Context: an optimization exercise on an open-source flow, tuned for small area and a short achievable clock period. The choices shown serve that exercise and are no tape-out recipe. No activity file was given, so power comes from the tool's default toggle rates.

==> inputs of trial 83 <==
==> flow/design.v <==
module max_priority_queue #(
    parameter DATA_WIDTH = 16,
    parameter PQ_DEPTH = 32
)(
    input wire clk,
    input wire reset,
    input wire [DATA_WIDTH-1:0] data_in,
    input wire valid_in,
    input wire [1:0] op,
    output wire ready_out,
    output wire [DATA_WIDTH-1:0] pq_out,
    output wire valid_out,
    input wire ready_in
);
    localparam W = DATA_WIDTH;
    localparam N = PQ_DEPTH;
    localparam CW = $clog2(PQ_DEPTH) + 1;
    reg [W*N-1:0] cv;        
    reg [W-1:0] d_reg;       
    reg pend_push, pend_pop, pend_clr;
    reg [W-1:0] top;         
    reg [CW-1:0] cnt;        
    reg not_full, not_empty;
    function ge_small;
        input [W-1:0] a;
        input [W-1:0] b;
        integer k;
        reg c;
        begin
            c = 1'b1;
            for (k = 0; k < W; k = k + 1)
                c = (a[k] & ~b[k]) | (a[k] & c) | (~b[k] & c);
            ge_small = c;
        end
    endfunction
    function ge_fast;
        input [W-1:0] a;
        input [W-1:0] b;
        integer k, n;
        reg [W-1:0] gt, lt;
        begin
            gt = a & ~b;
            lt = ~a & b;
            for (n = 1; n < W; n = n * 2)
                for (k = 0; k + n < W; k = k + 2 * n) begin
                    gt[k] = gt[k + n] | (~lt[k + n] & gt[k]);
                    lt[k] = lt[k + n] | (~gt[k + n] & lt[k]);
                end
            ge_fast = ~lt[0];
        end
    endfunction
    wire push_in = ~reset & (op == 2'b01) & valid_in & not_full;
    wire pop_in  = ~reset & (op == 2'b10) & ready_in & not_empty;
    wire [N:0] g;
    assign g[0] = 1'b1;
    genvar i;
    generate
        for (i = 0; i < N; i = i + 1) begin : cmp
            if (i < 2) begin : cf
                assign g[i+1] = ge_fast(cv[W*i +: W], d_reg);
            end else begin : cs
                assign g[i+1] = ge_small(cv[W*i +: W], d_reg);
            end
        end
    endgenerate
    wire [W*(N+2)-1:0] ext = {{W{1'b0}}, cv, {W{1'b0}}};    
    generate
        for (i = 0; i < N; i = i + 1) begin : cells
            wire take_d    = ~pend_clr & pend_push & ~g[i+1] & g[i];
            wire take_prev = ~pend_clr & pend_push & ~g[i];
            wire take_next = ~pend_clr & pend_pop;
            wire keep      = ~pend_clr & ~pend_push & ~pend_pop | pend_push & g[i+1];
            wire [W-1:0] q;
            pq_cell #(.W(W)) u_cell (
                .clk(clk), .keep(keep), .take_d(take_d), .take_prev(take_prev), .take_next(take_next),
                .d(d_reg), .prev_v(ext[W*i +: W]), .next_v(ext[W*(i+2) +: W]), .q(q)
            );
            always @(*) cv[W*i +: W] = q;
        end
    endgenerate
    always @(posedge clk) begin
        d_reg <= data_in;
        pend_push <= push_in;
        pend_pop <= pop_in;
        pend_clr <= reset;
    end
    wire [W-1:0] c0 = cv[0 +: W];
    wire [W-1:0] c1 = cv[W +: W];
    wire [W-1:0] c2 = cv[2*W +: W];
    reg [W-1:0] second;
    always @(*) begin
        if (pend_clr)
            second = {W{1'b0}};
        else if (pend_push)
            second = ~g[1] ? c0 : (g[2] ? c1 : d_reg);
        else if (pend_pop)
            second = c2;
        else
            second = c1;
    end
    wire top_ge_x = ge_fast(top, data_in);
    always @(posedge clk) begin
        if (reset)
            top <= {W{1'b0}};
        else if (push_in & ~top_ge_x)
            top <= data_in;
        else if (pop_in)
            top <= second;
    end
    always @(posedge clk) begin
        if (reset) begin
            cnt <= {CW{1'b0}};
            not_full <= 1'b1;
            not_empty <= 1'b0;
        end else if (push_in) begin
            cnt <= cnt + 1'b1;
            not_full <= (cnt != N-1);
            not_empty <= 1'b1;
        end else if (pop_in) begin
            cnt <= cnt - 1'b1;
            not_full <= 1'b1;
            not_empty <= (cnt != 1);
        end
    end
    assign pq_out = top;
    assign valid_out = not_empty;
    assign ready_out = not_full;
endmodule
module pq_cell #(parameter W = 16) (
    input wire clk,
    input wire keep,
    input wire take_d,
    input wire take_prev,
    input wire take_next,
    input wire [W-1:0] d,
    input wire [W-1:0] prev_v,
    input wire [W-1:0] next_v,
    output reg [W-1:0] q
);
    always @(posedge clk)
        q <= ({W{keep}} & q) | ({W{take_d}} & d) | ({W{take_prev}} & prev_v) | ({W{take_next}} & next_v);
endmodule
==> flow/flow/run.sh <==
#!/bin/bash
# Standard layout, with the synthesis buffers removed before placement and
# timing repair aimed well below the clock period.
set -euo pipefail
bash standard.sh SETUP_SLACK_MARGIN=11 REMOVE_ABC_BUFFERS=1 finish > standard_flow.log 2>&1
==> flow/standard.sh <==
#!/bin/bash
# synth_recipe.tcl (not shown) runs the flow's synth.tcl, then flattens the netlist and writes it again
# the make line also repeats each setting of config.mk as NAME=value (left out here)
make -C /OpenROAD-flow-scripts/flow DESIGN_CONFIG=/design/flow/config.mk WORK_HOME=/design/flow/orfs CLKGATE_MAP_FILE= SYNTH_SCRIPT=/design/flow/synth_recipe.tcl "${@:-finish}"
==> flow/config.mk <==
export PLATFORM = sky130hd
export DESIGN_NAME = max_priority_queue
export DESIGN_NICKNAME = max_priority_queue
export VERILOG_FILES = /design/flow/design.v
export SDC_FILE = /design/flow/constraint.sdc
export NUM_CORES = 4
export LEC_CHECK = 0
export CAP_MARGIN = 20
export CORE_MARGIN = 2
export CORE_UTILIZATION = 40
export CTS_BUF_LIST = sky130_fd_sc_hd__clkbuf_16
export CTS_CLUSTER_DIAMETER = 100
export CTS_CLUSTER_SIZE = 30
export PLACE_DENSITY = 0.5
export SLEW_MARGIN = 20
==> flow/constraint.sdc <==
create_clock -name core_clock -period 15.0 [get_ports {clk}]
set_input_delay 3.0000 -clock core_clock [delete_from_list [all_inputs] [get_ports {clk}]]
set_output_delay 3.0000 -clock core_clock [all_outputs]
set_load 0.01 [all_outputs]
==> inputs of build 78, as changes to trial 83 <==
==> flow/design.v (replaced) <==
module max_priority_queue #(
    parameter DATA_WIDTH = 16,
    parameter PQ_DEPTH = 32
)(
    input wire clk,
    input wire reset,
    input wire [DATA_WIDTH-1:0] data_in,
    input wire valid_in,
    input wire [1:0] op,
    output wire ready_out,
    output wire [DATA_WIDTH-1:0] pq_out,
    output wire valid_out,
    input wire ready_in
);
    localparam W = DATA_WIDTH;
    localparam N = PQ_DEPTH;
    reg [W*N-1:0] cv;  
    reg [N-1:0] v;
    wire push = (op == 2'b01) & valid_in & ~v[N-1];
    wire pop  = (op == 2'b10) & ready_in & v[0];
    wire [N:0] g;
    assign g[0] = 1'b1;
    genvar i;
    generate
        for (i = 0; i < N; i = i + 1) begin : cmp
            assign g[i+1] = v[i] & (cv[W*i +: W] >= data_in);
        end
    endgenerate
    generate
        for (i = 0; i < N; i = i + 1) begin : cells
            wire take_d    = push & ~g[i+1] & g[i];
            wire take_prev = push & ~g[i];
            wire take_next = pop;
            wire keep      = ~(take_d | take_prev | take_next);
            wire [W-1:0] prev_v = (i == 0)   ? {W{1'b0}} : cv[W*((i == 0) ? 0 : i-1) +: W];
            wire [W-1:0] next_v = (i == N-1) ? cv[W*i +: W] : cv[W*((i == N-1) ? i : i+1) +: W];
            always @(posedge clk) begin
                cv[W*i +: W] <= ({W{keep}} & cv[W*i +: W]) |
                           ({W{take_d}} & data_in) |
                           ({W{take_prev}} & prev_v) |
                           ({W{take_next}} & next_v);
            end
        end
    endgenerate
    always @(posedge clk) begin
        if (reset)
            v <= {N{1'b0}};
        else if (push)
            v <= {v[N-2:0], 1'b1};
        else if (pop)
            v <= {1'b0, v[N-1:1]};
    end
    assign pq_out = cv[W-1:0];
    assign valid_out = v[0];
    assign ready_out = ~v[N-1];
endmodule
==> flow/run.sh (new file) <==
#!/bin/bash
# synth_recipe.tcl (not shown) runs the flow's synth.tcl, then flattens the netlist and writes it again
# the make line also repeats each setting of config.mk as NAME=value (left out here)
make -C /OpenROAD-flow-scripts/flow DESIGN_CONFIG=/design/flow/config.mk WORK_HOME=/design/flow/orfs CLKGATE_MAP_FILE= SYNTH_SCRIPT=/design/flow/synth_recipe.tcl finish
Settings changed: CORE_UTILIZATION 40 to 45, CTS_BUF_LIST sky130_fd_sc_hd__clkbuf_16 to default, CTS_CLUSTER_DIAMETER 100 to default, CTS_CLUSTER_SIZE 30 to default, PLACE_DENSITY 0.5 to default.
removed: flow/flow/run.sh
removed: flow/standard.sh
==> comparison table <==
Commonest non-fill, non-tap cell in the layout: build 78 dfxtp_1; trial 83 nand2_1
Largest net degree at the start of global routing: build 78 181; trial 83 232
First-pass GRT wire length: build 78 178 mm; trial 83 202 mm
Placed wire-length estimate: build 78 79.0 mm; trial 83 91.3 mm
Clock network contribution to total cell area: build 78 6.27%; trial 83 3.01%
Non-filler cells, final: build 78 4343; trial 83 4719
Initial DRT Pass Iterations: build 78 8; trial 83 13
Sequential cell count of the final layout: build 78 544; trial 83 555
Clock transition at the registers of the reported paths: build 78 0.06 ns; trial 83 0.12 ns
Worst voltage drop across the vdd grid: build 78 0.0718 mV; trial 83 0.0917 mV
Source of the worst register-to-register timing path: build 78 v[31]; trial 83 d_reg[0]
Data-path buffer share of cell area in the final layout: build 78 1.88%; trial 83 4.11%
Met1 capacity usage during global routing: build 78 39.9%; trial 83 47.5%
Outcome: build 78 no timing/DRC/antenna violations; trial 83 no timing/DRC/antenna violations
Total internal power: build 78 2660 µW; trial 83 1970 µW
No functional check of the RTL was part of any run of this note.

## re-timing with driven ports
No port has a modelled driver above. Below, the same layouts with a new extraction and two added sets of constraints.
Step 1 (the two cells are an assumption about what drives the block):
set clk [get_ports {clk}]
set_driving_cell -lib_cell sky130_fd_sc_hd__clkbuf_16 $clk
set_driving_cell -lib_cell sky130_fd_sc_hd__buf_2 [delete_from_list [all_inputs] $clk]
Step 2 also shifts input and output timing later by t, the mid clock arrival at the registers, as if the neighbouring blocks saw the same clock.
a / b / c = ideal ports / drivers / drivers and shift; a / b = the first two.
run | shift t [ns] | slack for setup (ns) | hold WS [ns] | cell pins on the clock port's net
trial 83 | 0.724 | 10.610 / 10.633 / 9.908 | 0.475 / 0.475 / 0.475 | 1
build 78 | 0.686 | 7.904 / 7.955 / 7.268 | 0.479 / 0.479 / 0.479 | 1
After both steps setup and hold are still met in every run listed. The setup slack of trial 83, which loses most, moves by +0.023 ns with the drivers and by -0.702 ns with both steps.
